What follows belongs to an exercise in optimizing a design on an open flow for small area; a production flow would make more cautious choices. Where RTL was checked, it was by simulation tests only, not by an equivalence proof against the original. Only the layout flow was run in runs 6 and 7; the RTL was not checked for function there. No run shown here takes its clock network from TritonCTS; it comes from the design's own scripts or RTL. The clock input has no modelled driver; a real chip could not lean on it and would need a root buffer or a full tree. Power figures rest on the tool's default switching activity, not on a simulated workload.

==> design/flow/flow/run.sh <==
#!/bin/bash
# Layout flow: the standard flow (standard.sh) with these changes:
# - after the standard synthesis, Yosys/ABC re-map the combinational logic
#   for area with several ABC scripts (flip-flops and their names are kept);
#   each result is checked for equivalence with the standard netlist, and
#   the smallest equivalent one is used (the standard netlist if none is);
# - ports are buffered with buf_1 instead of the resizer's default choice;
# - clock tree synthesis inserts no dummy loads, and after it the clock tree
#   is replaced by 2 to 4 leaf buffers fed from the clock port, the smallest
#   set that keeps the flip-flops' clock-pin slew low (flow/post_cts.tcl).
# Each tool's output goes to a log_*.txt file in the work folder.
set -euo pipefail
W=$PWD
F=$W/flow
RES=$W/orfs/results/${FLOW_PLATFORM}/hitchhike_tx/base
LIB=$FLOW_HOME/platforms/${FLOW_PLATFORM}/lib/sky130_fd_sc_hd__tt_025C_1v80.lib
Y=$(command -v yosys || echo "$FLOW_HOME/../tools/install/yosys/bin/yosys")

export BUFFER_PORTS_ARGS="-buffer_cell sky130_fd_sc_hd__buf_1"
export POST_CTS_TCL="$F/post_cts.tcl"
export CLOCK_SLEW_TARGET_PS=110
export CTS_ARGS="-sink_clustering_enable -repair_clock_nets -dont_use_dummy_load -buf_list sky130_fd_sc_hd__clkbuf_8"

bash standard.sh synth > log_synth.txt 2>&1

cp "$RES/1_2_yosys.v" "$W/netlist_standard.v"
DONTUSE=$(grep -o 'cell *( *"\?sky130_fd_sc_hd__\(lpflow_[a-z0-9_]*\|probe[a-z0-9_]*\)' "$LIB" | sed 's/.*(\s*"\?//; s/^/-dont_use /' | sort -u | tr '\n' ' ')

# ABC scripts, one per line; each is tried and the smallest equivalent
# result is kept.
A="strash; dch -f; amap"
B="strash; dc2; dch -f; amap"
cat > "$W/abc_scripts.txt" <<EOS
$A; $B; $A; topo
$A; topo
$B; topo
strash; dch -f; map -a; amap; topo
$A; $A; topo
$A; $A; $A; $A; $A; topo
$A; $B; $A; strash; dch -f; map -a; $A; topo
strash; &get -n; &deepsyn -T 30; &put; $A; $A; $A; topo
strash; &get -n; &deepsyn -T 30 -S 3; &put; $A; $A; $A; topo
strash; &get -n; &deepsyn -T 30 -S 7; &put; $A; $B; $A; topo
strash; &get -n; &deepsyn -T 30; &dch -f; &nf -R 1000; &put; topo
EOS

best=""
best_area=""
i=0
while IFS= read -r script; do
  echo "$script" | tr ';' '\n' > "$W/abc_$i.script"
  sed -e "s#{LIB}#$LIB#g" -e "s#{IN}#$W/netlist_standard.v#" -e "s#{OUT}#$W/netlist_remap_$i.v#" \
      -e "s#{TOP}#$FLOW_TOP#" -e "s#{DONTUSE}#$DONTUSE#" -e "s#{SCRIPT}#$W/abc_$i.script#" "$F/remap.ys" > "$W/remap_run_$i.ys"
  sed -e "s#{LIB}#$LIB#g" -e "s#{GOLD}#$W/netlist_standard.v#" -e "s#{GATE}#$W/netlist_remap_$i.v#" \
      -e "s#{TOP}#$FLOW_TOP#g" "$F/equiv.ys" > "$W/equiv_run_$i.ys"
  if "$Y" -l "$W/log_remap_$i.txt" -q "$W/remap_run_$i.ys" > /dev/null 2>&1 \
     && ! grep -q 'is unknown' "$W/log_remap_$i.txt" \
     && ! grep -q '^ *assign .*[&|^~]' "$W/netlist_remap_$i.v" \
     && "$Y" -l "$W/log_equiv_$i.txt" -q "$W/equiv_run_$i.ys" > /dev/null 2>&1; then
    area=$(grep 'Chip area' "$W/log_remap_$i.txt" | awk '{print $NF}')
    echo "script $i: area $area"
    if [[ -z "$best" ]] || awk "BEGIN{exit !($area < $best_area)}"; then
      best=$i; best_area=$area
    fi
  else
    echo "script $i: failed, left gates unmapped, or not equivalent"
  fi
  i=$((i + 1))
done < "$W/abc_scripts.txt"

if [[ -n "$best" ]]; then
  cp "$W/netlist_remap_$best.v" "$RES/1_2_yosys.v"
  rm -f "$RES/1_synth.odb" "$RES/1_synth.sdc"
  echo "using re-mapped netlist $best ($best_area um2)"
else
  echo "no re-mapped netlist: using the standard netlist"
fi

bash standard.sh > log_layout.txt 2>&1
==> design/flow/flow/equiv.ys <==
# Check the re-mapped netlist against the standard one.
read_liberty -ignore_miss_func {LIB}
read_verilog {GOLD}
rename {TOP} gold
read_verilog {GATE}
rename {TOP} gate
flatten
opt_clean
async2sync
equiv_make gold gate eq
hierarchy -top eq
equiv_simple -undef
equiv_induct -undef
equiv_status -assert
==> design/flow/flow/post_cts.tcl <==
source [file join [file dirname [info script]] rebuild_clock.tcl]
set cands {
  {2 sky130_fd_sc_hd__clkbuf_4}
  {3 sky130_fd_sc_hd__clkbuf_4}
  {2 sky130_fd_sc_hd__clkbuf_8}
  {4 sky130_fd_sc_hd__clkbuf_4}
  {3 sky130_fd_sc_hd__clkbuf_8}
  {2 sky130_fd_sc_hd__clkbuf_16}
  {4 sky130_fd_sc_hd__clkbuf_8}
  {3 sky130_fd_sc_hd__clkbuf_16}
  {4 sky130_fd_sc_hd__clkbuf_16}
}
foreach c $cands {
  set ::env(CLOCK_LEAVES) [lindex $c 0]
  set ::env(CLOCK_LEAF_CELL) [lindex $c 1]
  rebuild_clock_tree
  detailed_placement
  estimate_parasitics -placement
  set worst 0
  foreach p [all_registers -clock_pins -edge_triggered] {
    foreach e {rise fall} { foreach a {min max} {
      set s [expr {[sta::time_ui_sta [get_property $p slew_${a}_$e]] * 1e12}]
      if {$s > $worst} { set worst $s }
    } }
  }
  puts "clock tree [lindex $c 0] x [lindex $c 1]: worst clock-pin slew $worst ps"
  if {$worst <= $::env(CLOCK_SLEW_TARGET_PS)} break
}
check_placement -verbose
==> design/flow/flow/rebuild_clock.tcl <==
# Replace the clock tree with CLOCK_LEAVES buffers of type CLOCK_LEAF_CELL,
# driven straight from the clock port, each driving the flip-flops of one
# vertical strip of the core.
proc rebuild_clock_tree {} {
  set block [ord::get_db_block]
  set db [ord::get_db]
  set nleaf $::env(CLOCK_LEAVES)
  set master [$db findMaster $::env(CLOCK_LEAF_CELL)]
  set port_net [$block findNet clock]
  # collect the sinks below the tree and the tree's cells
  set todo [list $port_net]
  set kill {}
  set sinks {}
  while {[llength $todo]} {
    set n [lindex $todo 0]; set todo [lrange $todo 1 end]
    foreach it [$n getITerms] {
      if {[$it isOutputSignal]} continue
      set inst [$it getInst]
      set mn [[$inst getMaster] getName]
      if {[string match clkbuf_* [$inst getName]] || [string match clkload* [$inst getName]]} {
        lappend kill $inst
        foreach o [$inst getITerms] { if {[$o isOutputSignal] && [$o getNet] ne "NULL"} { lappend todo [$o getNet] } }
      } else {
        lappend sinks $it
      }
    }
  }
  set nets {}
  foreach inst $kill {
    foreach o [$inst getITerms] { set n [$o getNet]; if {$n ne "NULL" && $n ne $port_net} { lappend nets $n } }
    odb::dbInst_destroy $inst
  }
  foreach n [lsort -unique $nets] { odb::dbNet_destroy $n }
  # sort the sinks by x and cut them into nleaf groups
  set xs {}
  foreach it $sinks {
    set b [[$it getInst] getBBox]
    lappend xs [list [expr {([$b xMin] + [$b xMax]) / 2}] [expr {([$b yMin] + [$b yMax]) / 2}] $it]
  }
  set xs [lsort -integer -index 0 $xs]
  set n [llength $xs]
  for {set g 0} {$g < $nleaf} {incr g} {
    set lo [expr {$g * $n / $nleaf}]
    set hi [expr {($g + 1) * $n / $nleaf - 1}]
    set grp [lrange $xs $lo $hi]
    set sx 0; set sy 0
    foreach e $grp { incr sx [lindex $e 0]; incr sy [lindex $e 1] }
    set cx [expr {$sx / [llength $grp]}]; set cy [expr {$sy / [llength $grp]}]
    set net [odb::dbNet_create $block "clknet_leaf_$g"]
    $net setSigType CLOCK
    set buf [odb::dbInst_create $block $master "clkbuf_leaf_$g"]
    $buf setLocation $cx $cy
    $buf setPlacementStatus PLACED
    foreach it [$buf getITerms] {
      if {[$it isOutputSignal]} { $it connect $net } elseif {[$it isInputSignal]} { $it connect $port_net }
    }
    foreach e $grp { set it [lindex $e 2]; $it disconnect; $it connect $net }
  }
  puts "rebuild_clock_tree: $n sinks, $nleaf x $::env(CLOCK_LEAF_CELL), removed [llength $kill] cells"
}
==> design/flow/flow/remap.ys <==
# Re-map the combinational logic of the standard synthesis netlist for area.
# Flip-flops (and the tie cell) stay as they are, with their instance names.
read_liberty -ignore_miss_func {LIB}
read_verilog {IN}
hierarchy -top {TOP}
blackbox sky130_fd_sc_hd__df* sky130_fd_sc_hd__edf* sky130_fd_sc_hd__sdf* sky130_fd_sc_hd__conb_1
flatten
opt_clean
abc -liberty {LIB} {DONTUSE} -script {SCRIPT}
opt_clean -purge
stat -liberty {LIB}
write_verilog -noattr {OUT}
==> design/flow/standard.sh <==
#!/bin/bash
# synth_recipe.tcl (not shown) runs the flow's synth.tcl, then flattens the netlist and writes it again
# the make line also repeats each setting of config.mk as NAME=value (left out here)
make -C /OpenROAD-flow-scripts/flow DESIGN_CONFIG=/design/flow/config.mk WORK_HOME=/design/flow/orfs CLKGATE_MAP_FILE= SYNTH_SCRIPT=/design/flow/synth_recipe.tcl "${@:-finish}"
==> design/flow/config.mk <==
export PLATFORM = sky130hd
export DESIGN_NAME = hitchhike_tx
export DESIGN_NICKNAME = hitchhike_tx
export VERILOG_FILES = /design/flow/design.v
export SDC_FILE = /design/flow/constraint.sdc
export NUM_CORES = 4
export LEC_CHECK = 0
export CAP_MARGIN = 20
export CORE_MARGIN = 2
export CORE_UTILIZATION = 55
export SLEW_MARGIN = 20
==> design/flow/constraint.sdc <==
create_clock -name core_clock -period 5.0 [get_ports {clock}]
set_input_delay 1.0000 -clock core_clock [delete_from_list [all_inputs] [get_ports {clock}]]
set_output_delay 1.0000 -clock core_clock [all_outputs]
set_load 0.01 [all_outputs]
==> design/flow/design.v <==
module hitchhike_tx(
    clock,
    input_data,
    reset,
    trigger_signal,
    RSS_EN,
    clock_out,
    output_data_rate,
    output_signal,
    ref_signal,
    signal_into_switch
);
input        clock;
input  [9:0] input_data;
input        reset;
input        trigger_signal;
output       RSS_EN;
output       clock_out;
output       output_data_rate;
output       output_signal;
output       ref_signal;
output       signal_into_switch;
reg        ref_r;
reg  [4:0] c25;
reg        clko;
wire       c49    = ref_r & c25[4] & c25[3];           
wire [4:0] c25_t  = {c25_t[3:0] & c25[3:0], ref_r};    
wire [4:0] c25_n  = c49 ? 5'd0 : c25 ^ c25_t;
always @(posedge clock or negedge reset) begin
    if (!reset) begin
        ref_r <= 1'b0;
        c25   <= 5'd0;
        clko  <= 1'b0;
    end else begin
        ref_r <= ~ref_r;
        c25   <= c25_n;
        clko  <= clko ^ c49;
    end
end
reg  [5:0] phase;
reg  [8:0] hi;
reg  [2:0] t;
reg  [1:0] r;
reg  [2:0] bi;
reg        os;
wire rise  = ~ref_r;
wire en    = rise & trigger_signal;
wire clr   = rise & ~trigger_signal;
wire ph_z  = ~|phase[5:1];
wire ph0   = ph_z & ~phase[0];
wire ph1   = ph_z &  phase[0];
wire ph49  = phase[5] & phase[4] & phase[0];           
wire [5:0] ph_t = {ph_t[4:0] & phase[4:0], en};
wire [5:0] phase_n = (clr | (en & ph49)) ? 6'd0 : phase ^ ph_t;
wire s_449  = hi[1] & hi[0] & ~|hi[8:5] & r[1] & (&bi);
wire s_6001 = hi[5] & hi[3] & hi[0] & t[1] & ~t[0] & (&bi);
wire s_last = (&hi[8:6]) & (&hi[2:0]) & r[1] & bi[2] & bi[0];
wire se    = en & ph0;                                 
wire sclr  = clr | (se & s_last);
wire [2:0] bi_t = {bi_t[1:0] & bi[1:0], se};
wire bi_c  = bi_t[2] & bi[2];                          
wire r_c   = bi_c & r[1];                              
wire t_c   = r_c & t[2] & ~t[1];                       
wire [8:0] hi_t = {hi_t[7:0] & hi[7:0], t_c};
wire [2:0] bi_n = sclr ? 3'd6 : bi ^ bi_t;
wire [1:0] r_n  = (sclr | r_c) ? 2'd0 : bi_c ? {r[0], ~r[0] & ~r[1]} : r;
wire [2:0] t_n  = sclr ? 3'd0 : r_c ? {t[1:0], ~t[2]} : t;
wire [8:0] hi_n = sclr ? 9'd0 : hi ^ hi_t;
wire os_set = s_449 | (os & ~s_6001);
wire os_n   = clr ? 1'b0 : (se ? os_set : os);
always @(posedge clock or negedge reset) begin
    if (!reset) begin
        phase <= 6'd0;
        hi    <= 9'd0;
        t     <= 3'd0;
        r     <= 2'd0;
        bi    <= 3'd6;
        os    <= 1'b0;
    end else begin
        phase <= phase_n;
        hi    <= hi_n;
        t     <= t_n;
        r     <= r_n;
        bi    <= bi_n;
        os    <= os_n;
    end
end
localparam [7:0] A = 8'b10010010;
reg  [7:0] p;                                          
reg  [1:0] q;                                          
wire t_0 = ~t[2] & ~t[0];
wire t_1 =  t[0] & ~t[1];
wire t_2 =  t[1] & ~t[2];
wire t_3 =  t[2] &  t[0];
wire t_4 =  t[1] & ~t[0];
wire t_5 =  t[2] & ~t[1];
wire r0  = ~r[1] & ~r[0];                              
wire [7:0] bd = 8'b1 << bi;                            
wire f0 = t_3 & ~r0 | t_4 & r0;
wire f3 = t_3 & ~r0 | t_3 & r0 & (bi > 3'd4) | t_4 & r0 & (bi < 3'd5);
wire f7 = t_3 & ~r0 | t_3 & r0 & (bi != 3'd0) | t_4 & r0 & bd[0];
wire qq = t_4 & ~r0 | t_5 & r0;
wire g0 = qq & (bd[0] | bd[4] | bd[7]);
wire g1 = qq & (bd[3] | bd[6]) | t_4 & bd[7];
wire a_row = t_1 | t_2 | t_5 & ~r0;                    
wire cst = a_row & (bd[1] | bd[4] | bd[5] | bd[7] | bd[6] & ~(t_1 & r0))
         | t_5 & r0 & (bd[1] | bd[4] | bd[5] | bd[7])
         | (t_0 | t_3) & r0 & bd[6];
wire wbit = (f0 & p[7]) ^ (f3 & p[4]) ^ (f7 & p[0]) ^ (g0 & q[0]) ^ (g1 & q[1]) ^ cst;
reg        dr;
always @(posedge clock) begin
    if (rise & ~os & ~(ph0 & s_449)) begin
        p <= input_data[7:0];
        q <= input_data[9:8];
    end else if (rise & os & ph1) begin
        p <= {p[6:0], p[7]};
    end
end
always @(posedge clock or negedge reset) begin
    if (!reset)
        dr <= 1'b0;
    else if (rise)
        dr <= os & (dr ^ (ph1 & wbit));
end
assign RSS_EN             = 1'b1;
assign ref_signal         = ref_r;
assign clock_out          = clko;
assign output_signal      = os;
assign output_data_rate   = dr;
assign signal_into_switch = os ? ~(ref_r ^ dr) : ref_r;
endmodule
==> impl_metrics.env, run 1 <==
export IMPL_crit_required_ps=5070
export IMPL_cp_num_buf_inv=2
export IMPL_viasPerCell=5.54
export IMPL_vias=1545
export IMPL_slowest_stage="dfrtp_1"
export IMPL_diodes=0
export IMPL_drt_pass1_iter_count=6
export IMPL_ios=19
export IMPL_hold_path_class="reg -> reg"
export IMPL_slew_headroom=0.479
export IMPL_p_leak_uw=0.000825
export IMPL_drt_total_wl_um=3690
export IMPL_cp_max_fo=4
export IMPL_die_w_um=63.4
export IMPL_powerDensity_mw_per_mm2=264
export IMPL_core_mm2=0.00336
export IMPL_synth_area_mm2=0.00194
export IMPL_hold_violations=0
export IMPL_fillers=313
export IMPL_crit_top_cell="nor2_1"
export IMPL_syn_avg_cell_area_um2=9.12
export IMPL_drive_above_1_share=0.0258
export IMPL_syn2layout_area_growth_pct=8.44
export IMPL_drv_slew=0
export IMPL_total_power_uw=557
export IMPL_yosysWarnings=1
export IMPL_grt_usage=0.203
export IMPL_tightest_slew_ps=782
export IMPL_vdd_drop_max_mv=0.214
export IMPL_syn_inst=213
export IMPL_start_util=0.577
export IMPL_die_h_um=63.4
export IMPL_dr_first_iter_drc_count=126
export IMPL_grt_pass1_vias=1553
export IMPL_crit_start="phase[1]"
export IMPL_fin_crit_ps=3040
export IMPL_rsz0062_at_grt="false"
export IMPL_clk_transition_reported_paths_ps=90
export IMPL_row_count=21
export IMPL_worst_setup_path_type="reg -> reg"
export IMPL_end_kind="register"
export IMPL_routabilityCongestion=0.835
export IMPL_grt_pass1_wl_um=6550
export IMPL_cp_arrival_ps=3110
export IMPL_grt_max_degree=33
export IMPL_place_hpwl_um=2870
export IMPL_clk_latency_ps=150
export IMPL_wire_per_inst_um=13.2
export IMPL_port_buffers=17
export IMPL_drv_cap=0
export IMPL_finClkSkew_ps=8.93
export IMPL_cpPeakStageDelay_ps=400
export IMPL_clock_sinks=42
export IMPL_path_cells="nor3_1 -> nand2_1 -> nor3_1 -> clkinv_1 -> nor2_1 -> clkinv_1 -> nor2_1 -> nand2_1 -> nor2_1 -> and2_0 -> and3_1 -> and3_1 -> nor2_1 -> nor3_1"
export IMPL_final_core_util=0.626
export IMPL_antenna_left=0
export IMPL_synth_nets=226
export IMPL_cpLargestDelayFamily="simple AND/OR/NAND/NOR gates"
export IMPL_setup_viol=0
export IMPL_r2r_start="phase[1]"
export IMPL_drc=0
export IMPL_worstHoldStart="clko"
export IMPL_status="finished clean"
export IMPL_finalSetupTns_ps=0
export IMPL_overflow=0
export IMPL_clock_fmax_ghz=0.329
export IMPL_die_area_mm2=0.00402
export IMPL_antenna_found_initial=0
export IMPL_finalNetCount=248
export IMPL_worst_setup_path_start_kind="register"
export IMPL_fin_crit_sh=0.609
==> power breakdown <==
part           internal [uW]  switching, uW  total (uW)
sequential               362           7.38         369
clock                   55.3           81.5         137
combinational           19.4           31.6        51.0
total                    436            120         557
==> layer usage <==
metal / GRT usage / vias to the layer above / part of all wire
met2: 0.359 / 29 / 0.51
met1: 0.254 / 726 / 0.45
met5: 0 / - / 0
met3: 0.0411 / 4 / 0.037
met4: 0.0516 / 0 / 0.0087
li1: - / 786 / -
==> state kept, by name, indices dropped and copies added (netlist names) <==
name,flops
hi,9
ref_r,1
bi,3
os,1
clko,1
dr,1
t,3
p,8
q,2
c25,5
r,2
phase,6
==> through the flow <==
step	hold WS [ps]	setup WS [ps]	instance area, um^2	instances
finish	462	1960	2110	279
global route	512	1540	2110	279
detailed placement	459	1890	2060	276
global placement	449	1980	2060	276
floorplan	472	2340	1940	213
==> layout make-up <==
class / count / area [um^2] / area share
Multi-Input combinational cell: 148 / 752 / 0.357
Sequential cell: 42 / 1100 / 0.524
Buffer: 3 / 41.3 / 0.0196
Inverter: 23 / 86.3 / 0.0410
Tap cell: 46 / 57.6 / 0.0273
Timing Repair Buffer: 17 / 65.1 / 0.0309
==> final timing paths <==
| path | slack (ps) | endpoint | depth (start not counted) |
|---|---|---|---|
| worst max-delay path | 1960 | hi[7] | 14 |
| worst min-delay path | 460 | clko | 1 |
| worst max register to register | 1960 | hi[7] | 14 |
| worst min register to register | 460 | clko | 1 |
| max in group asynchronous | 3590 | phase[5] | 1 |
| min in group asynchronous | 910 | hi[2] | 1 |
==> layout by cell type (no fill, tap or decap), types with 2 or more instances in the layout <==
master and count:
buf_1 16, a211oi_1 3, o22a_1 8, clkbuf_8 3, dfstp_2 2, and2_0 3, nand2_1 18, o21ai_0 10
nor2_1 46, a21oi_1 11, dfrtp_1 30, o22ai_1 3, and3_1 6, clkinv_1 23, edfxtp_1 10, nand3_1 5
nor3_1 18
==> inputs of run 2 (changes only) <==
--- a/design/flow/flow/run.sh
+++ b/design/flow/flow/run.sh
@@ -30,24 +30,17 @@
 # result is kept.
 A="strash; dch -f; amap"
 B="strash; dc2; dch -f; amap"
-cat > "$W/abc_scripts.txt" <<EOS
-$A; $B; $A; topo
-$A; topo
-$B; topo
-strash; dch -f; map -a; amap; topo
-$A; $A; topo
-$A; $A; $A; $A; $A; topo
-$A; $B; $A; strash; dch -f; map -a; $A; topo
-strash; &get -n; &deepsyn -T 30; &put; $A; $A; $A; topo
-strash; &get -n; &deepsyn -T 30 -S 3; &put; $A; $A; $A; topo
-strash; &get -n; &deepsyn -T 30 -S 7; &put; $A; $B; $A; topo
-strash; &get -n; &deepsyn -T 30; &dch -f; &nf -R 1000; &put; topo
-EOS
+{
+  echo "$A; $B; $A; topo"
+  echo "$A; $A; $A; $A; $A; topo"
+  echo "$A; $B; $A; strash; dch -f; map -a; $A; topo"
+  for s in $(seq 1 16); do
+    echo "strash; &get -n; &deepsyn -T 30 -S $s; &put; $A; $A; $A; topo"
+  done
+} > "$W/abc_scripts.txt"
 
-best=""
-best_area=""
-i=0
-while IFS= read -r script; do
+remap_one() {
+  local i=$1 script=$2
   echo "$script" | tr ';' '\n' > "$W/abc_$i.script"
   sed -e "s#{LIB}#$LIB#g" -e "s#{IN}#$W/netlist_standard.v#" -e "s#{OUT}#$W/netlist_remap_$i.v#" \
       -e "s#{TOP}#$FLOW_TOP#" -e "s#{DONTUSE}#$DONTUSE#" -e "s#{SCRIPT}#$W/abc_$i.script#" "$F/remap.ys" > "$W/remap_run_$i.ys"
@@ -57,7 +50,25 @@
      && ! grep -q 'is unknown' "$W/log_remap_$i.txt" \
      && ! grep -q '^ *assign .*[&|^~]' "$W/netlist_remap_$i.v" \
      && "$Y" -l "$W/log_equiv_$i.txt" -q "$W/equiv_run_$i.ys" > /dev/null 2>&1; then
-    area=$(grep 'Chip area' "$W/log_remap_$i.txt" | awk '{print $NF}')
+    grep 'Chip area' "$W/log_remap_$i.txt" | awk '{print $NF}' > "$W/area_$i.txt"
+  fi
+}
+
+# run the scripts NUM_CORES at a time
+jobs_max=${NUM_CORES:-4}
+n=0
+while IFS= read -r script; do
+  remap_one "$n" "$script" &
+  n=$((n + 1))
+  if (( n % jobs_max == 0 )); then wait; fi
+done < "$W/abc_scripts.txt"
+wait
+
+best=""
+best_area=""
+for ((i = 0; i < n; i++)); do
+  if [[ -s "$W/area_$i.txt" ]]; then
+    area=$(cat "$W/area_$i.txt")
     echo "script $i: area $area"
     if [[ -z "$best" ]] || awk "BEGIN{exit !($area < $best_area)}"; then
       best=$i; best_area=$area
@@ -65,8 +76,7 @@
   else
     echo "script $i: failed, left gates unmapped, or not equivalent"
   fi
-  i=$((i + 1))
-done < "$W/abc_scripts.txt"
+done
 
 if [[ -n "$best" ]]; then
   cp "$W/netlist_remap_$best.v" "$RES/1_2_yosys.v"
--- a/design/flow/config.mk
+++ b/design/flow/config.mk
@@ -7,5 +7,5 @@
 export LEC_CHECK = 0
 export CAP_MARGIN = 20
 export CORE_MARGIN = 2
-export CORE_UTILIZATION = 55
+export CORE_UTILIZATION = 40
 export SLEW_MARGIN = 20
==> run 2 against run 1 <==
  * Still clean
  * Clock power about the same
  * Synthesized area shrank 1.5%
  * Final cell count decreased by 1.1%
  * Combinational power is 17% lower
  * Critical path depth fell by 4
  * Sequential cell count unchanged
  * Sequential share of layout area increased by 0.47 points
  * Setup slack lost 240 ps
  * Register-to-register slack worse by 240 ps
  * Synthesized cell count is 5.2% lower
  * First-iteration DRC count is 31% lower
  * Routed wire length down 1.1%
  * Critical endpoint is now p[0]
  * Largest power group unchanged
==> impl_metrics.env, run 2 <==
export IMPL_status="finished clean"
export IMPL_antenna_left=0
export IMPL_wire_per_inst_um=13.2
export IMPL_rr_worst_depth=10
export IMPL_slew_headroom=0.485
export IMPL_p_int_uw=433
export IMPL_finalNetCount=237
export IMPL_holdWs_ps=478
export IMPL_viasPerCell=5.24
export IMPL_worst_setup_path_start_kind="register"
export IMPL_switching_share=0.210
export IMPL_die_area_mm2=0.00535
export IMPL_finalSetupTns_ps=0
export IMPL_drc=0
export IMPL_fin_crit_ps=3290
export IMPL_power_frac_seq=0.672
export IMPL_clk_transition_reported_paths_ps=90
export IMPL_r2r_start="ref_r"
export IMPL_drive_above_1_share=0.0270
export IMPL_syn2layout_area_growth_pct=9.09
export IMPL_hold_violations=0
export IMPL_hold_path_class="reg -> reg"
export IMPL_start_util=0.410
export IMPL_syn_inst=202
export IMPL_grt_pass1_vias=1422
export IMPL_drv_cap=0
export IMPL_synth_nets=215
export IMPL_p_comb_frac=0.077
export IMPL_worst_setup_path_type="reg -> reg"
export IMPL_regMostFlops="hi"
export IMPL_clk_latency_ps=150
export IMPL_antenna_found_initial=0
export IMPL_row_count=25
export IMPL_clock_fmax_ghz=0.304
export IMPL_die_h_um=73.2
export IMPL_drv_slew=0
export IMPL_powerDensity_mw_per_mm2=262
export IMPL_drt_pass1_iter_count=4
export IMPL_yosysWarnings=1
export IMPL_largest_register_ffs=9
export IMPL_grt_max_degree=33
export IMPL_p_leak_uw=0.000837
export IMPL_cp_max_fo=11
export IMPL_end_kind="register"
export IMPL_setup_viol=0
export IMPL_clkPwrFrac=0.251
export IMPL_mostFrequentLayoutCells="nor2_1 (43), dfrtp_1 (30), clkinv_1 (20)"
export IMPL_rsz0062_at_grt="false"
export IMPL_die_w_um=73.2
export IMPL_place_hpwl_um=2690
export IMPL_finClkSkew_ps=4.86
export IMPL_diodes=0
export IMPL_p_switching_uw=115
export IMPL_grt_usage=0.151
export IMPL_grt_pass1_wl_um=6310
export IMPL_worstHoldPathCells=1
export IMPL_vias=1445
export IMPL_crit_start="ref_r"
export IMPL_syn_avg_cell_area_um2=9.47
export IMPL_vdd_drop_max_mv=0.155
export IMPL_final_common_cell="nor2_1"
export IMPL_synth_area_mm2=0.00191
export IMPL_worstHoldStart="clko"
export IMPL_core_mm2=0.00466
export IMPL_reg_largest_list="hi x9, p x8, phase x6"
export IMPL_ios=19
export IMPL_port_buffers=17
export IMPL_clock_sinks=42
export IMPL_dr_first_iter_drc_count=87
export IMPL_drt_total_wl_um=3650
export IMPL_routabilityCongestion=0.773
export IMPL_tightest_slew_ps=773
export IMPL_crit_required_ps=4830
export IMPL_overflow=0
export IMPL_fin_crit_sh=0.657
export IMPL_cp_arrival_ps=3120
==> run 2: power by group through the flow <==
stage	clock (uW)	sequential, uW	combinational (uW)
after floorplan	0	373	28.5
after global placement	0	375	42.4
after detailed placement	0	375	42.6
after global routing	157	370	48.2
final	137	368	42.3
==> run 2: metrics by stage <==
| stage | util | total power (uW) | worst slack, ps | std cells | area (um^2) |
|---|---|---|---|---|---|
| 5_1_grt | 0.448 | 575 | 1370 | 276 | 2090 |
| 3_5_place_dp | 0.439 | 418 | 1550 | 273 | 2050 |
| 3_3_place_gp | 0.439 | 418 | 1660 | 273 | 2050 |
| 6_report | 0.448 | 548 | 1710 | 276 | 2090 |
| 2_1_floorplan | - | 402 | 2090 | 202 | 1910 |
==> run 2: layout make-up <==
type / count / area (um^2)
Fill cell: 454 / 2570
Sequential cell: 42 / 1100
Multi-Input combinational cell: 140 / 734
Inverter: 20 / 75.1
Tap cell: 54 / 67.6
Timing Repair Buffer: 17 / 65.1
Buffer: 3 / 41.3
==> run 2: worst max-delay path, stage by stage, from the launching register on <==
cell and delay, ps:
dfrtp_1 490, nor4_1 390, nand3_1 180, nor2_1 210
nand2_1 100, nor2_1 330, nand2_1 130, o31ai_1 360
nor2_1 240, clkinv_1 240, o21ai_1 290
==> run 2: final timing paths <==
kind                                 end  slack [ps]
min in group asynchronous          hi[2]         910
worst max-delay path                p[0]        1710
max in group asynchronous       phase[2]        3600
worst min register to register      clko         480
worst min-delay path                clko         480
worst max register to register      p[0]        1710
==> run 2: routing by layer <==
metal  vias up  part of all wire  track usage  wire length, um
li1        766                 -            -                -
met3         2             0.024       0.0373               87
met4         0            0.0074       0.0309               27
met1       663              0.48        0.194             1740
met5         -                 0            0                0
met2        14              0.49        0.260             1790
==> inputs of run 3 (changes only) <==
--- a/design/flow/flow/run.sh
+++ b/design/flow/flow/run.sh
@@ -1,9 +1,5 @@
 #!/bin/bash
 # Layout flow: the standard flow (standard.sh) with these changes:
-# - after the standard synthesis, Yosys/ABC re-map the combinational logic
-#   for area with several ABC scripts (flip-flops and their names are kept);
-#   each result is checked for equivalence with the standard netlist, and
-#   the smallest equivalent one is used (the standard netlist if none is);
 # - ports are buffered with buf_1 instead of the resizer's default choice;
 # - clock tree synthesis inserts no dummy loads, and after it the clock tree
 #   is replaced by 2 to 4 leaf buffers fed from the clock port, the smallest
@@ -40,9 +36,9 @@
 } > "$W/abc_scripts.txt"
 
 remap_one() {
-  local i=$1 script=$2
+  local i=$1 script=$2 in=${3:-$W/netlist_standard.v}
   echo "$script" | tr ';' '\n' > "$W/abc_$i.script"
-  sed -e "s#{LIB}#$LIB#g" -e "s#{IN}#$W/netlist_standard.v#" -e "s#{OUT}#$W/netlist_remap_$i.v#" \
+  sed -e "s#{LIB}#$LIB#g" -e "s#{IN}#$in#" -e "s#{OUT}#$W/netlist_remap_$i.v#" \
       -e "s#{TOP}#$FLOW_TOP#" -e "s#{DONTUSE}#$DONTUSE#" -e "s#{SCRIPT}#$W/abc_$i.script#" "$F/remap.ys" > "$W/remap_run_$i.ys"
   sed -e "s#{LIB}#$LIB#g" -e "s#{GOLD}#$W/netlist_standard.v#" -e "s#{GATE}#$W/netlist_remap_$i.v#" \
       -e "s#{TOP}#$FLOW_TOP#g" "$F/equiv.ys" > "$W/equiv_run_$i.ys"
@@ -79,6 +75,27 @@
 done
 
 if [[ -n "$best" ]]; then
+  first=$n
+  for s in $(seq 1 8); do
+    remap_one "$n" "strash; &get -n; &deepsyn -T 30 -S $s; &put; $A; $A; $A; topo" "$W/netlist_remap_$best.v" &
+    n=$((n + 1))
+    if (( (n - first) % jobs_max == 0 )); then wait; fi
+  done
+  wait
+  for ((i = first; i < n; i++)); do
+    if [[ -s "$W/area_$i.txt" ]]; then
+      area=$(cat "$W/area_$i.txt")
+      echo "script $i (second round): area $area"
+      if awk "BEGIN{exit !($area < $best_area)}"; then
+        best=$i; best_area=$area
+      fi
+    else
+      echo "script $i (second round): failed, left gates unmapped, or not equivalent"
+    fi
+  done
+fi
+
+if [[ -n "$best" ]]; then
   cp "$W/netlist_remap_$best.v" "$RES/1_2_yosys.v"
   rm -f "$RES/1_synth.odb" "$RES/1_synth.sdc"
   echo "using re-mapped netlist $best ($best_area um2)"
==> run 3 against run 2 <==
  * Still clean on timing, DRC and antenna
  * Global-route usage down 0.45 points
  * Worst hold slack lost 6.7 ps
  * Synthesized cell count decreased by 0.50%
  * Die area decreased by 0.37%
  * Core utilization fell by 0.16 points
  * Sequential cell count did not move
  * Largest power group unchanged
==> impl_metrics.env, run 3 <==
export IMPL_largest_register_ffs=9
export IMPL_clk_transition_reported_paths_ps=90
export IMPL_syn2layout_area_growth_pct=9.13
export IMPL_fin_crit_ps=3150
export IMPL_slew_headroom=0.478
export IMPL_slowest_stage="nor2_1"
export IMPL_synth_nets=214
export IMPL_port_buffers=17
export IMPL_overflow=0
export IMPL_tightest_slew_ps=780
export IMPL_final_common_cell="nor2_1"
export IMPL_syn_avg_cell_area_um2=9.48
export IMPL_routabilityCongestion=0.846
export IMPL_grt_pass1_vias=1352
export IMPL_vdd_drop_max_mv=0.138
export IMPL_seqCellArea_mm2=0.00110
export IMPL_status="finished clean"
export IMPL_drv_slew=0
export IMPL_core_mm2=0.00466
export IMPL_clock_fmax_ghz=0.318
export IMPL_vias=1449
export IMPL_fillers=476
export IMPL_path_cells="nor4_1 -> and3_1 -> nand3_1 -> clkinv_1 -> nand2_1 -> o31ai_1 -> nor2_1 -> clkinv_1 -> nand2_1"
export IMPL_multiInputGateArea_um2=731
export IMPL_worst_setup_path_type="reg -> reg"
export IMPL_die_h_um=73.0
export IMPL_finClkSkew_ps=6.44
export IMPL_drt_pass1_iter_count=4
export IMPL_antenna_left=0
export IMPL_mostFrequentLayoutCells="nor2_1 (44), dfrtp_1 (30), clkinv_1 (19)"
export IMPL_die_w_um=73.0
export IMPL_place_hpwl_um=2640
export IMPL_ios=19
export IMPL_finalSetupTns_ps=0
export IMPL_synth_area_mm2=0.00191
export IMPL_drc=0
export IMPL_clk_latency_ps=150
export IMPL_antenna_found_initial=0
export IMPL_cp_arrival_ps=2980
export IMPL_drt_total_wl_um=3600
export IMPL_grt_pass1_wl_um=6110
export IMPL_diodes=0
export IMPL_syn_inst=201
export IMPL_regMostFlops="hi"
export IMPL_cp_num_buf_inv=2
export IMPL_cp_max_fo=13
export IMPL_viasPerCell=5.27
export IMPL_yosysWarnings=1
export IMPL_wire_per_inst_um=13.1
export IMPL_crit_required_ps=4830
export IMPL_worst_setup_path_start_kind="register"
export IMPL_reg_largest_list="hi x9, p x8, phase x6"
export IMPL_cpLargestDelayFamily="simple AND/OR/NAND/NOR gates"
export IMPL_hold_violations=0
export IMPL_p_leak_uw=0.000835
export IMPL_hold_path_class="reg -> reg"
export IMPL_cpPeakStageDelay_ps=600
export IMPL_grt_max_degree=33
export IMPL_finalNetCount=236
export IMPL_dr_first_iter_drc_count=58
export IMPL_rsz0062_at_grt="false"
export IMPL_grt_usage=0.147
export IMPL_die_area_mm2=0.00533
export IMPL_fin_crit_sh=0.629
export IMPL_total_power_uw=553
export IMPL_start_util=0.409
export IMPL_drive_above_1_share=0.0271
export IMPL_clock_sinks=42
export IMPL_row_count=25
export IMPL_end_kind="register"
export IMPL_setup_viol=0
export IMPL_drv_cap=0
export IMPL_powerDensity_mw_per_mm2=266
-- run 3: per-stage QoR --
| stage | utilization | area [um^2] | hold WS (ps) | cells | setup WS [ps] |
|---|---|---|---|---|---|
| floorplan | - | 1910 | 458 | 201 | 2420 |
| global placement | 0.437 | 2040 | 452 | 272 | 1940 |
| detailed placement | 0.437 | 2040 | 463 | 272 | 1830 |
| global route | 0.446 | 2080 | 529 | 275 | 1500 |
| finish | 0.446 | 2080 | 471 | 275 | 1850 |
-- run 3: worst paths after layout --
path | start | to | slack, ps | depth (start not counted)
min in group asynchronous | reset | clko | 910 | 1
setup / recovery | ref_r | p[4] | 1850 | 9
hold / removal | clko | clko | 470 | 1
setup reg to reg | ref_r | p[4] | 1850 | 9
max in group asynchronous | reset | t[1] | 3590 | 1
hold reg to reg | clko | clko | 470 | 1
-- run 3: report_power, final --
part | total [uW] | leakage, uW | switching, uW | internal, uW
Sequential | 370 | 0.000512 | 8.93 | 362
Clock | 141 | 0.0000216 | 85.4 | 55.4
Combinational | 41.4 | 0.000301 | 23.5 | 17.9
-- run 3: metal layers --
metal | global-route usage | wire [um] | up-vias
met2 | 0.243 | 1720 | 16
met3 | 0.0331 | 104 | 5
met5 | 0 | 0 | -
li1 | - | - | 756
met1 | 0.192 | 1720 | 672
met4 | 0.0432 | 46 | 0
-- run 3: final cells by class --
cell class | instances | share of cell area
inverter | 19 | 0.0343
tap | 54 | 0.0325
sequential | 42 | 0.531
timing repair buffer | 17 | 0.0313
multi-input combinational | 140 | 0.351
buffer | 3 | 0.0199
-- run 3: worst reg2reg max path, cell delays in order (launching register included) --
cell	delay, ps
dfrtp_1	580
nor4_1	130
and3_1	210
nand3_1	110
clkinv_1	120
nand2_1	130
o31ai_1	90
nor2_1	600
clkinv_1	460
nand2_1	390
==> inputs of run 4 (changes only) <==
--- a/design/flow/flow/run.sh
+++ b/design/flow/flow/run.sh
@@ -30,7 +30,7 @@
   echo "$A; $B; $A; topo"
   echo "$A; $A; $A; $A; $A; topo"
   echo "$A; $B; $A; strash; dch -f; map -a; $A; topo"
-  for s in $(seq 1 16); do
+  for s in $(seq 1 28); do
     echo "strash; &get -n; &deepsyn -T 30 -S $s; &put; $A; $A; $A; topo"
   done
 } > "$W/abc_scripts.txt"
@@ -76,7 +76,7 @@
 
 if [[ -n "$best" ]]; then
   first=$n
-  for s in $(seq 1 8); do
+  for s in $(seq 1 12); do
     remap_one "$n" "strash; &get -n; &deepsyn -T 30 -S $s; &put; $A; $A; $A; topo" "$W/netlist_remap_$best.v" &
     n=$((n + 1))
     if (( (n - first) % jobs_max == 0 )); then wait; fi
--- a/design/flow/flow/post_cts.tcl
+++ b/design/flow/flow/post_cts.tcl
@@ -1,10 +1,19 @@
+# Post-CTS hook: replace the clock tree with two to four leaf buffers fed
+# straight from the clock port: the smallest set (by cell area) whose
+# flip-flop clock-pin slew, estimated from placement, stays under
+# CLOCK_SLEW_TARGET_PS.
 source [file join [file dirname [info script]] rebuild_clock.tcl]
 set cands {
-  {2 sky130_fd_sc_hd__clkbuf_4}
-  {3 sky130_fd_sc_hd__clkbuf_4}
-  {2 sky130_fd_sc_hd__clkbuf_8}
-  {4 sky130_fd_sc_hd__clkbuf_4}
+  {2 sky130_fd_sc_hd__buf_4}
+  {3 sky130_fd_sc_hd__buf_4}
+  {2 sky130_fd_sc_hd__buf_6}
+  {4 sky130_fd_sc_hd__buf_4}
+  {2 sky130_fd_sc_hd__buf_8}
+  {3 sky130_fd_sc_hd__buf_6}
+  {2 sky130_fd_sc_hd__buf_12}
   {3 sky130_fd_sc_hd__clkbuf_8}
+  {4 sky130_fd_sc_hd__buf_6}
+  {3 sky130_fd_sc_hd__buf_8}
   {2 sky130_fd_sc_hd__clkbuf_16}
   {4 sky130_fd_sc_hd__clkbuf_8}
   {3 sky130_fd_sc_hd__clkbuf_16}
==> run 4 against run 3 <==
  * Highest routed layer unchanged
  * Via count fell by 0.28%
  * Setup slack improved by 2.9 ps
  * Final cell count did not move
==> impl_metrics.env, run 4 <==
export IMPL_status="finished clean"
export IMPL_top_usage_layer="met2"
export IMPL_worstHoldStart="clko"
export IMPL_design_area_mm2=0.00207
export IMPL_hold_violations=0
export IMPL_viasPerCell=5.25
export IMPL_whs_endpoint="clko"
export IMPL_drt_pass1_iter_count=4
export IMPL_finClkSkew_ps=9.00
export IMPL_place_area_mm2=0.00204
export IMPL_grt_pass1_wl_um=6110
export IMPL_antenna_found_initial=0
export IMPL_holdWs_ps=472
export IMPL_worstHoldPathCells=1
export IMPL_r2r_start="ref_r"
export IMPL_fillers=476
export IMPL_synth_nets=214
export IMPL_finalSetupTns_ps=0
export IMPL_start_util=0.409
export IMPL_end_kind="register"
export IMPL_vdd_drop_max_mv=0.163
export IMPL_yosysWarnings=1
export IMPL_row_count=25
export IMPL_powerDensity_mw_per_mm2=263
export IMPL_switching_share=0.215
export IMPL_grt_usage=0.145
export IMPL_drt_total_wl_um=3580
export IMPL_drv_cap=0
export IMPL_grt_use_met3=0.0331
export IMPL_drive_above_1_share=0.0271
export IMPL_grt_max_degree=33
export IMPL_regMostFlops="hi"
export IMPL_r2r_end="p[0]"
export IMPL_wire_per_inst_um=13.0
export IMPL_clock_sinks=42
export IMPL_slew_headroom=0.478
export IMPL_clk_transition_reported_paths_ps=100
export IMPL_reg_largest_list="hi x9, p x8, phase x6"
export IMPL_crit_start="ref_r"
export IMPL_core_mm2=0.00466
export IMPL_drv_slew=0
export IMPL_rsz0062_at_grt="false"
export IMPL_p_leak_uw=0.000831
export IMPL_cp_max_fo=13
export IMPL_dr_first_iter_drc_count=40
export IMPL_port_buffers=17
export IMPL_p_switching_uw=117
export IMPL_vias=1445
export IMPL_syn_inst=201
export IMPL_met2_usage=0.244
export IMPL_synth_area_mm2=0.00191
export IMPL_final_core_util=0.445
export IMPL_largest_register_ffs=9
export IMPL_rr_worst_depth=9
export IMPL_overflow=0
export IMPL_crit_required_ps=4810
export IMPL_tightest_slew_ps=781
export IMPL_fin_crit_sh=0.628
export IMPL_p_int_uw=428
export IMPL_antenna_left=0
export IMPL_die_area_mm2=0.00533
export IMPL_p_comb_frac=0.076
export IMPL_routabilityCongestion=0.846
export IMPL_cp_arrival_ps=2950
export IMPL_worst_setup_path_start_kind="register"
export IMPL_syn2layout_area_growth_pct=8.73
export IMPL_ios=19
export IMPL_die_h_um=73.0
export IMPL_drc=0
export IMPL_grt_pass1_vias=1359
export IMPL_diodes=0
export IMPL_power_frac_seq=0.680
export IMPL_fin_crit_ps=3140
export IMPL_clock_fmax_ghz=0.318
export IMPL_place_hpwl_um=2640
export IMPL_dp_slack_ps=1830
export IMPL_met1_usage=0.191
export IMPL_worst_setup_path_type="reg -> reg"
export IMPL_syn_avg_cell_area_um2=9.48
export IMPL_setup_viol=0
export IMPL_multiInputGateArea_um2=731
export IMPL_clkPwrFrac=0.244
export IMPL_clk_latency_ps=130
export IMPL_finalNetCount=236
export IMPL_final_common_cell="nor2_1"
export IMPL_hold_path_class="reg -> reg"
export IMPL_setup_ws_ps=1860
export IMPL_seqCellArea_mm2=0.00110
export IMPL_rrSetupSlack_ps=1860
export IMPL_die_w_um=73.0
export IMPL_mostFrequentLayoutCells="nor2_1 (44), dfrtp_1 (30), clkinv_1 (19)"
run 4: how the worst max path moves through the flow:
stage                     endpoint  slack (ps)  cells after the start
after global routing          p[3]        1500                      9
after floorplan               p[0]        2420                      9
after detailed placement      p[0]        1830                      9
final                         p[0]        1860                      9
after global placement        p[3]        1940                      9
run 4: worst max-delay path, stage by stage (launching register included):
cell      delay, ps
dfrtp_1         580
nor4_1          130
and3_1          210
nand3_1         110
clkinv_1        120
nand2_1         130
o31ai_1          90
nor2_1          600
clkinv_1        460
nand2_1         380
run 4: area by class of cell:
cell class | count | area share
buffer | 3 | 0.0163
multi-input combinational | 140 | 0.353
inverter | 19 | 0.0344
tap | 54 | 0.0326
timing repair buffer | 17 | 0.0314
sequential | 42 | 0.533
run 4: metal layers:
layer,vias up,part of all wire
li1,756,-
met1,673,0.48
met2,14,0.48
met3,2,0.028
met4,0,0.0075
met5,-,0
run 4: power groups by stage:
| stage | clock, uW | sequential [uW] | combinational, uW |
|---|---|---|---|
| 3_5_place_dp | 0 | 377 | 42.3 |
| 3_3_place_gp | 0 | 378 | 42.0 |
| 6_report | 133 | 371 | 41.4 |
| 2_1_floorplan | 0 | 374 | 29.0 |
| 5_1_grt | 153 | 372 | 49.5 |
run 4: metrics by stage:
| step | instances | total power (uW) |
|---|---|---|
| 3_5_place_dp | 272 | 419 |
| 2_1_floorplan | 201 | 403 |
| 3_3_place_gp | 272 | 420 |
| 5_1_grt | 275 | 575 |
| 6_report | 275 | 545 |
==> inputs of run 5 (changes only) <==
--- a/design/flow/flow/run.sh
+++ b/design/flow/flow/run.sh
@@ -30,7 +30,7 @@
   echo "$A; $B; $A; topo"
   echo "$A; $A; $A; $A; $A; topo"
   echo "$A; $B; $A; strash; dch -f; map -a; $A; topo"
-  for s in $(seq 1 28); do
+  for s in $(seq 1 16); do
     echo "strash; &get -n; &deepsyn -T 30 -S $s; &put; $A; $A; $A; topo"
   done
 } > "$W/abc_scripts.txt"
@@ -76,7 +76,7 @@
 
 if [[ -n "$best" ]]; then
   first=$n
-  for s in $(seq 1 12); do
+  for s in $(seq 1 8); do
     remap_one "$n" "strash; &get -n; &deepsyn -T 30 -S $s; &put; $A; $A; $A; topo" "$W/netlist_remap_$best.v" &
     n=$((n + 1))
     if (( (n - first) % jobs_max == 0 )); then wait; fi
==> run 5 against run 4 <==
  * Global-route usage did not move
  * Setup slack unchanged
  * Final cell count did not move
  * Sequential cell count unchanged
  * Clock skew did not move
  * Die area is the same
  * Combinational power is essentially flat
  * Critical endpoint unchanged
  * Sequential share of layout area unchanged
  * Core utilization is the same
==> impl_metrics.env, run 5 <==
export IMPL_status="finished clean"
export IMPL_mostFrequentLayoutCells="nor2_1 (44), dfrtp_1 (30), clkinv_1 (19)"
export IMPL_setup_viol=0
export IMPL_syn_inst=201
export IMPL_routabilityCongestion=0.846
export IMPL_p_comb_frac=0.076
export IMPL_drt_pass1_iter_count=4
export IMPL_die_w_um=73.0
export IMPL_finalNetCount=236
export IMPL_syn2layout_area_growth_pct=8.73
export IMPL_row_count=25
export IMPL_slew_headroom=0.478
export IMPL_cp_max_fo=13
export IMPL_clk_transition_reported_paths_ps=100
export IMPL_drc=0
export IMPL_clk_latency_ps=130
export IMPL_clock_sinks=42
export IMPL_crit_required_ps=4810
export IMPL_vias=1445
export IMPL_worst_setup_path_type="reg -> reg"
export IMPL_overflow=0
export IMPL_reg_largest_list="hi x9, p x8, phase x6"
export IMPL_grt_usage=0.145
export IMPL_grt_pass1_wl_um=6110
export IMPL_tightest_slew_ps=781
export IMPL_final_core_util=0.445
export IMPL_fin_crit_ps=3140
export IMPL_place_hpwl_um=2640
export IMPL_p_switching_uw=117
export IMPL_worst_setup_path_start_kind="register"
export IMPL_drt_total_wl_um=3580
export IMPL_power_frac_seq=0.680
export IMPL_fin_crit_sh=0.628
export IMPL_die_h_um=73.0
export IMPL_die_area_mm2=0.00533
export IMPL_antenna_found_initial=0
export IMPL_cp_arrival_ps=2950
export IMPL_finClkSkew_ps=9.00
export IMPL_clock_fmax_ghz=0.318
export IMPL_wire_per_inst_um=13.0
export IMPL_port_buffers=17
export IMPL_clkPwrFrac=0.244
export IMPL_regMostFlops="hi"
export IMPL_dr_first_iter_drc_count=40
export IMPL_diodes=0
export IMPL_syn_avg_cell_area_um2=9.48
export IMPL_viasPerCell=5.25
export IMPL_p_leak_uw=0.000831
export IMPL_end_kind="register"
export IMPL_synth_area_mm2=0.00191
export IMPL_hold_path_class="reg -> reg"
export IMPL_p_int_uw=428
export IMPL_largest_register_ffs=9
export IMPL_hold_violations=0
export IMPL_antenna_left=0
export IMPL_drv_cap=0
export IMPL_rsz0062_at_grt="false"
export IMPL_final_common_cell="nor2_1"
export IMPL_start_util=0.409
export IMPL_grt_pass1_vias=1359
export IMPL_synth_nets=214
export IMPL_ios=19
export IMPL_vdd_drop_max_mv=0.163
export IMPL_drv_slew=0
export IMPL_switching_share=0.215
export IMPL_drive_above_1_share=0.0271
export IMPL_yosysWarnings=1
export IMPL_powerDensity_mw_per_mm2=263
export IMPL_core_mm2=0.00466
export IMPL_finalSetupTns_ps=0
export IMPL_grt_max_degree=33
[run 5: layout make-up]
type                       count  area, um^2
buffer                         3        33.8
fill                         476        2590
inverter                      19        71.3
multi-input combinational    140         731
sequential                    42        1100
tap                           54        67.6
timing repair buffer          17        65.1
[run 5: final timing paths]
path	startpoint	to	slack, ps	depth (start not counted)
worst max register to register	ref_r	p[0]	1860	9
worst min register to register	clko	clko	470	1
max in group asynchronous	reset	t[0]	3570	1
min in group asynchronous	reset	clko	930	1
worst min-delay path	clko	clko	470	1
worst max-delay path	ref_r	p[0]	1860	9
[run 5: power by group through the flow]
stage	Clock [uW]	Sequential (uW)	Combinational (uW)
2_1_floorplan	0	374	29.0
3_3_place_gp	0	378	42.0
3_5_place_dp	0	377	42.3
5_1_grt	153	372	49.5
6_report	133	371	41.4
[run 5: metal layers]
metal / vias up / global-route usage / share of wire
li1: 756 / - / -
met4: 0 / 0.0309 / 0.0075
met1: 673 / 0.191 / 0.48
met2: 14 / 0.244 / 0.48
met3: 2 / 0.0331 / 0.028
met5: - / 0 / 0
[run 5: critical path, stage by stage (launching register included)]
cell and delay, ps:
dfrtp_1 580, nor4_1 130, and3_1 210, nand3_1 110
clkinv_1 120, nand2_1 130, o31ai_1 90, nor2_1 600
clkinv_1 460, nand2_1 380
[run 5: through the flow]
step	std cells	cell area, um^2	power, uW	hold WS [ps]	setup WS (ps)
after floorplan	201	1910	403	458	2420
after global placement	272	2040	420	452	1940
after detailed placement	272	2040	419	463	1830
after global routing	275	2070	575	531	1500
final	275	2070	545	472	1860
==> inputs of run 6 (changes only) <==
--- a/design/flow/design.v
+++ b/design/flow/design.v
@@ -106,14 +106,17 @@
 wire cst = a_row & (bd[1] | bd[4] | bd[5] | bd[7] | bd[6] & ~(t_1 & r0))
          | t_5 & r0 & (bd[1] | bd[4] | bd[5] | bd[7])
          | (t_0 | t_3) & r0 & bd[6];
-wire wbit = (f0 & p[7]) ^ (f3 & p[4]) ^ (f7 & p[0]) ^ (g0 & q[0]) ^ (g1 & q[1]) ^ cst;
+wire [2:0] bi3 = bi + 3'd3;
+wire [2:0] bim = bi - 3'd1;
+wire pa = p[~bi];                                      
+wire pb = p[~bi3];                                     
+wire pc = p[~bim];                                     
+wire wbit = (f0 & pa) ^ (f3 & pb) ^ (f7 & pc) ^ (g0 & q[0]) ^ (g1 & q[1]) ^ cst;
 reg        dr;
 always @(posedge clock) begin
     if (rise & ~os & ~(ph0 & s_449)) begin
         p <= input_data[7:0];
         q <= input_data[9:8];
-    end else if (rise & os & ph1) begin
-        p <= {p[6:0], p[7]};
     end
 end
 always @(posedge clock or negedge reset) begin
--- a/design/flow/flow/run.sh
+++ b/design/flow/flow/run.sh
@@ -30,7 +30,7 @@
   echo "$A; $B; $A; topo"
   echo "$A; $A; $A; $A; $A; topo"
   echo "$A; $B; $A; strash; dch -f; map -a; $A; topo"
-  for s in $(seq 1 16); do
+  for s in $(seq 1 28); do
     echo "strash; &get -n; &deepsyn -T 30 -S $s; &put; $A; $A; $A; topo"
   done
 } > "$W/abc_scripts.txt"
@@ -76,7 +76,7 @@
 
 if [[ -n "$best" ]]; then
   first=$n
-  for s in $(seq 1 8); do
+  for s in $(seq 1 12); do
     remap_one "$n" "strash; &get -n; &deepsyn -T 30 -S $s; &put; $A; $A; $A; topo" "$W/netlist_remap_$best.v" &
     n=$((n + 1))
     if (( (n - first) % jobs_max == 0 )); then wait; fi
==> run 6 against run 5 <==
  * Still clean on timing, DRC and antenna
  * Setup slack better by 160 ps
  * Final cell count is 3.6% higher
  * Synthesized area up 1.1%
  * Largest power group unchanged
==> impl_metrics.env, run 6 <==
export IMPL_status="finished clean"
export IMPL_rrSetupSlack_ps=2020
export IMPL_dp_cells=283
export IMPL_cp_max_fo=6
export IMPL_diodes=0
export IMPL_final_cells=285
export IMPL_fillers=454
export IMPL_ios=19
export IMPL_grt_pass1_vias=1480
export IMPL_cpLargestDelayFamily="compound AO/OA/AOI/OAI gates"
export IMPL_core_mm2=0.00469
export IMPL_p_leak_uw=0.000852
export IMPL_crit_top_cell="nor2_1"
export IMPL_fin_crit_ps=2980
export IMPL_finalNetCount=246
export IMPL_reg_largest_list="hi x9, p x8, phase x6"
export IMPL_setup_ws_ps=2020
export IMPL_worst_setup_path_type="reg -> reg"
export IMPL_drc=0
export IMPL_die_w_um=73.4
export IMPL_antenna_found_initial=0
export IMPL_clock_fmax_ghz=0.335
export IMPL_synth_nets=225
export IMPL_clk_transition_reported_paths_ps=90
export IMPL_syn_avg_cell_area_um2=9.09
export IMPL_clk_latency_ps=120
export IMPL_slew_headroom=0.466
export IMPL_drt_pass1_iter_count=4
export IMPL_drt_total_wl_um=3750
export IMPL_final_common_cell="nor2_1"
export IMPL_cp_arrival_ps=2990
export IMPL_cpPeakStageDelay_ps=600
export IMPL_end_kind="register"
export IMPL_dr_first_iter_drc_count=148
export IMPL_syn2layout_area_growth_pct=8.96
export IMPL_crit_start="bi[1]"
export IMPL_powerDensity_mw_per_mm2=335
export IMPL_synth_area_mm2=0.00193
export IMPL_drv_slew=0
export IMPL_slowest_stage="dfstp_2"
export IMPL_routabilityCongestion=0.866
export IMPL_hold_path_class="reg -> reg"
export IMPL_drive_above_1_share=0.0216
export IMPL_clock_sinks=42
export IMPL_rsz0062_at_grt="false"
export IMPL_tightest_slew_ps=802
export IMPL_hold_violations=0
export IMPL_path_cells="clkinv_1 -> nor2_1 -> nor3_1 -> a32oi_1 -> a21oi_1 -> o21ai_0 -> nor2_1 -> a221oi_1 -> nand2_1 -> o21ai_0 -> o21ai_0 -> a211oi_1 -> nor2_1 -> nor2_1 -> a21oi_1"
export IMPL_die_h_um=73.4
export IMPL_worstHoldStart="hi[4]"
export IMPL_syn_inst=212
export IMPL_setup_viol=0
export IMPL_regMostFlops="hi"
export IMPL_yosysWarnings=1
export IMPL_fin_crit_sh=0.597
export IMPL_grt_pass1_wl_um=6820
export IMPL_start_util=0.411
export IMPL_r2r_start="bi[1]"
export IMPL_grt_max_degree=33
export IMPL_cp_num_buf_inv=1
export IMPL_grt_usage=0.162
export IMPL_wire_per_inst_um=13.2
export IMPL_viasPerCell=5.31
export IMPL_finClkSkew_ps=7.91
export IMPL_largest_register_ffs=9
export IMPL_total_power_uw=704
export IMPL_worst_setup_path_start_kind="register"
export IMPL_die_area_mm2=0.00539
export IMPL_antenna_left=0
export IMPL_drv_cap=0
export IMPL_vias=1512
export IMPL_vdd_drop_max_mv=0.236
export IMPL_place_hpwl_um=2860
export IMPL_row_count=25
export IMPL_dp_slack_ps=2060
export IMPL_overflow=0
export IMPL_crit_required_ps=5010
export IMPL_mostFrequentLayoutCells="nor2_1 (52), dfrtp_1 (30), clkinv_1 (20)"
export IMPL_finalSetupTns_ps=0
export IMPL_port_buffers=17
==> run 6: cell count changes in the layout (fill, tap and decap cells not counted), sizes merged, moves of 2 or more <==
| cell | before | now |
|---|---|---|
| a211oi | 4 | 6 |
| a21oi | 8 | 13 |
| a22oi | 0 | 2 |
| a31oi | 1 | 4 |
| and2 | 2 | 0 |
| nand2 | 12 | 17 |
| nand3 | 5 | 3 |
| nor2 | 44 | 52 |
| nor3 | 17 | 13 |
| o21ai | 10 | 12 |
| o22a | 8 | 1 |
==> run 6: final timing paths <==
check / end / depth (start not counted)
setup / recovery: dr / 15
hold / removal: hi[4] / 1
setup reg to reg: dr / 15
hold reg to reg: hi[4] / 1
max in group asynchronous: ref_r / 1
min in group asynchronous: t[0] / 1
==> run 6: metal layers <==
| layer | GRT usage | wire [um] | vias to the layer above |
|---|---|---|---|
| li1 | - | - | 791 |
| met1 | 0.237 | 1870 | 684 |
| met2 | 0.250 | 1690 | 32 |
| met3 | 0.0288 | 145 | 5 |
| met4 | 0.0424 | 48 | 0 |
| met5 | 0 | 0 | - |
==> run 6: layout make-up <==
class	instances	area, um^2	share of cell area
Tap cell	54	67.6	0.0322
Timing Repair Buffer	17	65.1	0.0310
Sequential cell	42	1100	0.526
Multi-Input combinational cell	150	748	0.356
Buffer	2	40.0	0.0191
Inverter	20	75.1	0.0358
==> run 6: through the flow <==
stage                     utilization  instance area, um^2  hold WS (ps)
after floorplan                     -                 1930           433
after global placement          0.439                 2060           457
after detailed placement        0.439                 2060           458
after global routing            0.447                 2100           503
final                           0.447                 2100           467
==> run 6: report_power, final <==
group | internal (uW) | total, uW | switching [uW]
registers | 377 | 401 | 24.4
logic | 59.5 | 155 | 95.6
clock network | 65.0 | 148 | 82.5
==> inputs of run 7 (changes only) <==
--- a/design/flow/design.v
+++ b/design/flow/design.v
@@ -23,9 +23,8 @@
 reg        ref_r;
 reg  [4:0] c25;
 reg        clko;
-wire       c49    = ref_r & c25[4] & c25[3];           
-wire [4:0] c25_t  = {c25_t[3:0] & c25[3:0], ref_r};    
-wire [4:0] c25_n  = c49 ? 5'd0 : c25 ^ c25_t;
+wire       c49    = ref_r & ~c25[0] & ~c25[1] & ~c25[3] & c25[4];    
+wire [4:0] c25_n  = c49 ? 5'd0 : ref_r ? {c25[3:0], ~(c25[4] ^ c25[2])} : c25;
 always @(posedge clock or negedge reset) begin
     if (!reset) begin
         ref_r <= 1'b0;
@@ -46,12 +45,11 @@
 wire rise  = ~ref_r;
 wire en    = rise & trigger_signal;
 wire clr   = rise & ~trigger_signal;
-wire ph_z  = ~|phase[5:1];
-wire ph0   = ph_z & ~phase[0];
-wire ph1   = ph_z &  phase[0];
-wire ph49  = phase[5] & phase[4] & phase[0];           
-wire [5:0] ph_t = {ph_t[4:0] & phase[4:0], en};
-wire [5:0] phase_n = (clr | (en & ph49)) ? 6'd0 : phase ^ ph_t;
+wire ph0   = ~phase[0] & ~phase[1] & ~phase[2] & ~phase[3] & ~phase[4];
+wire ph1   = phase[0] & ~phase[1] & ~phase[2] & ~phase[3] & ~phase[4] & ~phase[5];
+wire ph49  = phase[0] & ~phase[1] & ~phase[2] & phase[3] & ~phase[5];           
+wire [5:0] phase_n = (clr | (en & ph49)) ? 6'd0 :
+                     en ? {phase[4:0], ~(phase[5] ^ phase[4])} : phase;
 wire s_449  = hi[1] & hi[0] & ~|hi[8:5] & r[1] & (&bi);
 wire s_6001 = hi[5] & hi[3] & hi[0] & t[1] & ~t[0] & (&bi);
 wire s_last = (&hi[8:6]) & (&hi[2:0]) & r[1] & bi[2] & bi[0];
@@ -106,17 +104,14 @@
 wire cst = a_row & (bd[1] | bd[4] | bd[5] | bd[7] | bd[6] & ~(t_1 & r0))
          | t_5 & r0 & (bd[1] | bd[4] | bd[5] | bd[7])
          | (t_0 | t_3) & r0 & bd[6];
-wire [2:0] bi3 = bi + 3'd3;
-wire [2:0] bim = bi - 3'd1;
-wire pa = p[~bi];                                      
-wire pb = p[~bi3];                                     
-wire pc = p[~bim];                                     
-wire wbit = (f0 & pa) ^ (f3 & pb) ^ (f7 & pc) ^ (g0 & q[0]) ^ (g1 & q[1]) ^ cst;
+wire wbit = (f0 & p[7]) ^ (f3 & p[4]) ^ (f7 & p[0]) ^ (g0 & q[0]) ^ (g1 & q[1]) ^ cst;
 reg        dr;
 always @(posedge clock) begin
     if (rise & ~os & ~(ph0 & s_449)) begin
         p <= input_data[7:0];
         q <= input_data[9:8];
+    end else if (rise & os & ph1) begin
+        p <= {p[6:0], p[7]};
     end
 end
 always @(posedge clock or negedge reset) begin
--- a/design/flow/flow/run.sh
+++ b/design/flow/flow/run.sh
@@ -30,7 +30,7 @@
   echo "$A; $B; $A; topo"
   echo "$A; $A; $A; $A; $A; topo"
   echo "$A; $B; $A; strash; dch -f; map -a; $A; topo"
-  for s in $(seq 1 28); do
+  for s in $(seq 1 16); do
     echo "strash; &get -n; &deepsyn -T 30 -S $s; &put; $A; $A; $A; topo"
   done
 } > "$W/abc_scripts.txt"
@@ -76,7 +76,7 @@
 
 if [[ -n "$best" ]]; then
   first=$n
-  for s in $(seq 1 12); do
+  for s in $(seq 1 8); do
     remap_one "$n" "strash; &get -n; &deepsyn -T 30 -S $s; &put; $A; $A; $A; topo" "$W/netlist_remap_$best.v" &
     n=$((n + 1))
     if (( (n - first) % jobs_max == 0 )); then wait; fi
--- a/design/flow/flow/post_cts.tcl
+++ b/design/flow/flow/post_cts.tcl
@@ -1,19 +1,10 @@
-# Post-CTS hook: replace the clock tree with two to four leaf buffers fed
-# straight from the clock port: the smallest set (by cell area) whose
-# flip-flop clock-pin slew, estimated from placement, stays under
-# CLOCK_SLEW_TARGET_PS.
 source [file join [file dirname [info script]] rebuild_clock.tcl]
 set cands {
-  {2 sky130_fd_sc_hd__buf_4}
-  {3 sky130_fd_sc_hd__buf_4}
-  {2 sky130_fd_sc_hd__buf_6}
-  {4 sky130_fd_sc_hd__buf_4}
-  {2 sky130_fd_sc_hd__buf_8}
-  {3 sky130_fd_sc_hd__buf_6}
-  {2 sky130_fd_sc_hd__buf_12}
+  {2 sky130_fd_sc_hd__clkbuf_4}
+  {3 sky130_fd_sc_hd__clkbuf_4}
+  {2 sky130_fd_sc_hd__clkbuf_8}
+  {4 sky130_fd_sc_hd__clkbuf_4}
   {3 sky130_fd_sc_hd__clkbuf_8}
-  {4 sky130_fd_sc_hd__buf_6}
-  {3 sky130_fd_sc_hd__buf_8}
   {2 sky130_fd_sc_hd__clkbuf_16}
   {4 sky130_fd_sc_hd__clkbuf_8}
   {3 sky130_fd_sc_hd__clkbuf_16}
==> run 7 against run 6 <==
  * Via count is 2.8% higher
  * Sequential share of layout area grew 0.063 points
  * Clock power shrank 5%
  * Sequential cell count is the same
  * Core utilization increased by 0.25 points
  * Largest power group unchanged
==> impl_metrics.env, run 7 <==
export IMPL_status="finished clean"
export IMPL_vdd_drop_max_mv=0.206
export IMPL_grt_pass1_wl_um=6560
export IMPL_synth_nets=216
export IMPL_vias=1555
export IMPL_cp_max_fo=21
export IMPL_worstHoldPathCells=1
export IMPL_crit_top_cell="nor2_1"
export IMPL_finClkSkew_ps=6.59
export IMPL_tightest_slew_ps=782
export IMPL_die_area_mm2=0.00536
export IMPL_overflow=0
export IMPL_crit_required_ps=5090
export IMPL_port_buffers=17
export IMPL_finalNetCount=239
export IMPL_p_comb_frac=0.070
export IMPL_worst_setup_path_start_kind="register"
export IMPL_place_hpwl_um=2820
export IMPL_slew_headroom=0.479
export IMPL_syn2layout_area_growth_pct=9.47
export IMPL_clock_fmax_ghz=0.300
export IMPL_fillers=472
export IMPL_die_h_um=73.2
export IMPL_slowest_stage="dfrtp_1"
export IMPL_switching_share=0.211
export IMPL_routabilityCongestion=0.843
export IMPL_row_count=25
export IMPL_rrSetupSlack_ps=1670
export IMPL_regMostFlops="hi"
export IMPL_r2r_start="ref_r"
export IMPL_largest_register_ffs=9
export IMPL_worstHoldStart="clko"
export IMPL_cpPeakStageDelay_ps=470
export IMPL_grt_max_degree=33
export IMPL_final_common_cell="clkinv_1"
export IMPL_synth_area_mm2=0.00192
export IMPL_grt_pass1_vias=1469
export IMPL_setup_viol=0
export IMPL_viasPerCell=5.59
export IMPL_mostFrequentLayoutCells="clkinv_1 (32), nor2_1 (31), dfrtp_1 (30)"
export IMPL_wire_per_inst_um=13.8
export IMPL_clk_latency_ps=150
export IMPL_grt_usage=0.156
export IMPL_hold_violations=0
export IMPL_fin_crit_sh=0.666
export IMPL_core_mm2=0.00466
export IMPL_drv_slew=0
export IMPL_cp_num_buf_inv=1
export IMPL_syn_avg_cell_area_um2=9.44
export IMPL_p_leak_uw=0.000824
export IMPL_rsz0062_at_grt="false"
export IMPL_dr_first_iter_drc_count=69
export IMPL_power_frac_seq=0.672
export IMPL_yosysWarnings=1
export IMPL_syn_inst=203
export IMPL_finalSetupTns_ps=0
export IMPL_clock_sinks=42
export IMPL_end_kind="register"
export IMPL_drc=0
export IMPL_diodes=0
export IMPL_die_w_um=73.2
export IMPL_ios=19
export IMPL_clkPwrFrac=0.258
export IMPL_cpLargestDelayFamily="simple AND/OR/NAND/NOR gates"
export IMPL_path_cells="clkinv_1 -> nand3_1 -> nor4_1 -> nand2_1 -> nor2_1 -> and3_1 -> nand2_1 -> nor2_1 -> and2_0 -> nand2_1 -> nor2_1 -> nand2_1 -> nor2_1 -> nand2_1 -> nor2_1 -> nor2_1 -> nor2_1"
export IMPL_cp_arrival_ps=3420
export IMPL_fin_crit_ps=3330
export IMPL_whs_endpoint="clko"
export IMPL_p_int_uw=429
export IMPL_antenna_left=0
export IMPL_r2r_end="hi[8]"
## run 7: final cells by class
type                       count  area, um^2  area share
sequential                    42        1100       0.526
multi-input combinational    129         692       0.330
inverter                      32         120      0.0573
timing repair buffer          18        72.6      0.0346
buffer                         3        41.3      0.0197
tap                           54        67.6      0.0322
## run 7: worst register-to-register path: cells and delay by family, from the launching register on
| family | cells | cell delay (ps) |
|---|---|---|
| simple gates | 16 | 2440 |
| buf+inv | 1 | 330 |
| flops | 1 | 470 |
## run 7: power groups by stage
stage | Combinational, uW | Clock, uW | Sequential [uW]
after floorplan | 24.3 | 0 | 371
after global placement | 37.8 | 0 | 373
after detailed placement | 38.5 | 0 | 373
after global routing | 44.0 | 159 | 367
final | 38.1 | 141 | 366
## run 7: metrics by stage
step	area (um^2)	cells	total power [uW]	setup slack, ps	utilization
floorplan	1920	203	396	2070	-
detailed placement	2060	275	411	1690	0.441
global placement	2060	275	411	1870	0.441
finish	2100	278	545	1670	0.450
global route	2100	278	571	1140	0.450
## run 7: worst max-delay path by stage
stage / to / from / slack, ps / cells after the start
5_1_grt: hi[8] / ref_r / 1140 / 17
6_report: hi[8] / ref_r / 1670 / 17
3_5_place_dp: hi[8] / ref_r / 1690 / 17
3_3_place_gp: hi[8] / ref_r / 1870 / 17
2_1_floorplan: hi[7] / ref_r / 2070 / 16
## run 7: per-layer routing
layer | GRT usage | part of all wire | up-vias
met5 | 0 | 0 | -
met4 | 0.0309 | 0.0078 | 0
met3 | 0.0359 | 0.055 | 2
met2 | 0.254 | 0.46 | 44
met1 | 0.214 | 0.48 | 740
li1 | - | - | 769

Setup slack of run 7, layout unchanged: 1.671 ns with ideal ports, 1.671 ns with driving cells assumed (clock clkbuf_16, inputs buf_2), 1.671 ns with port delays also shifted by the 0.190 ns mid clock arrival.
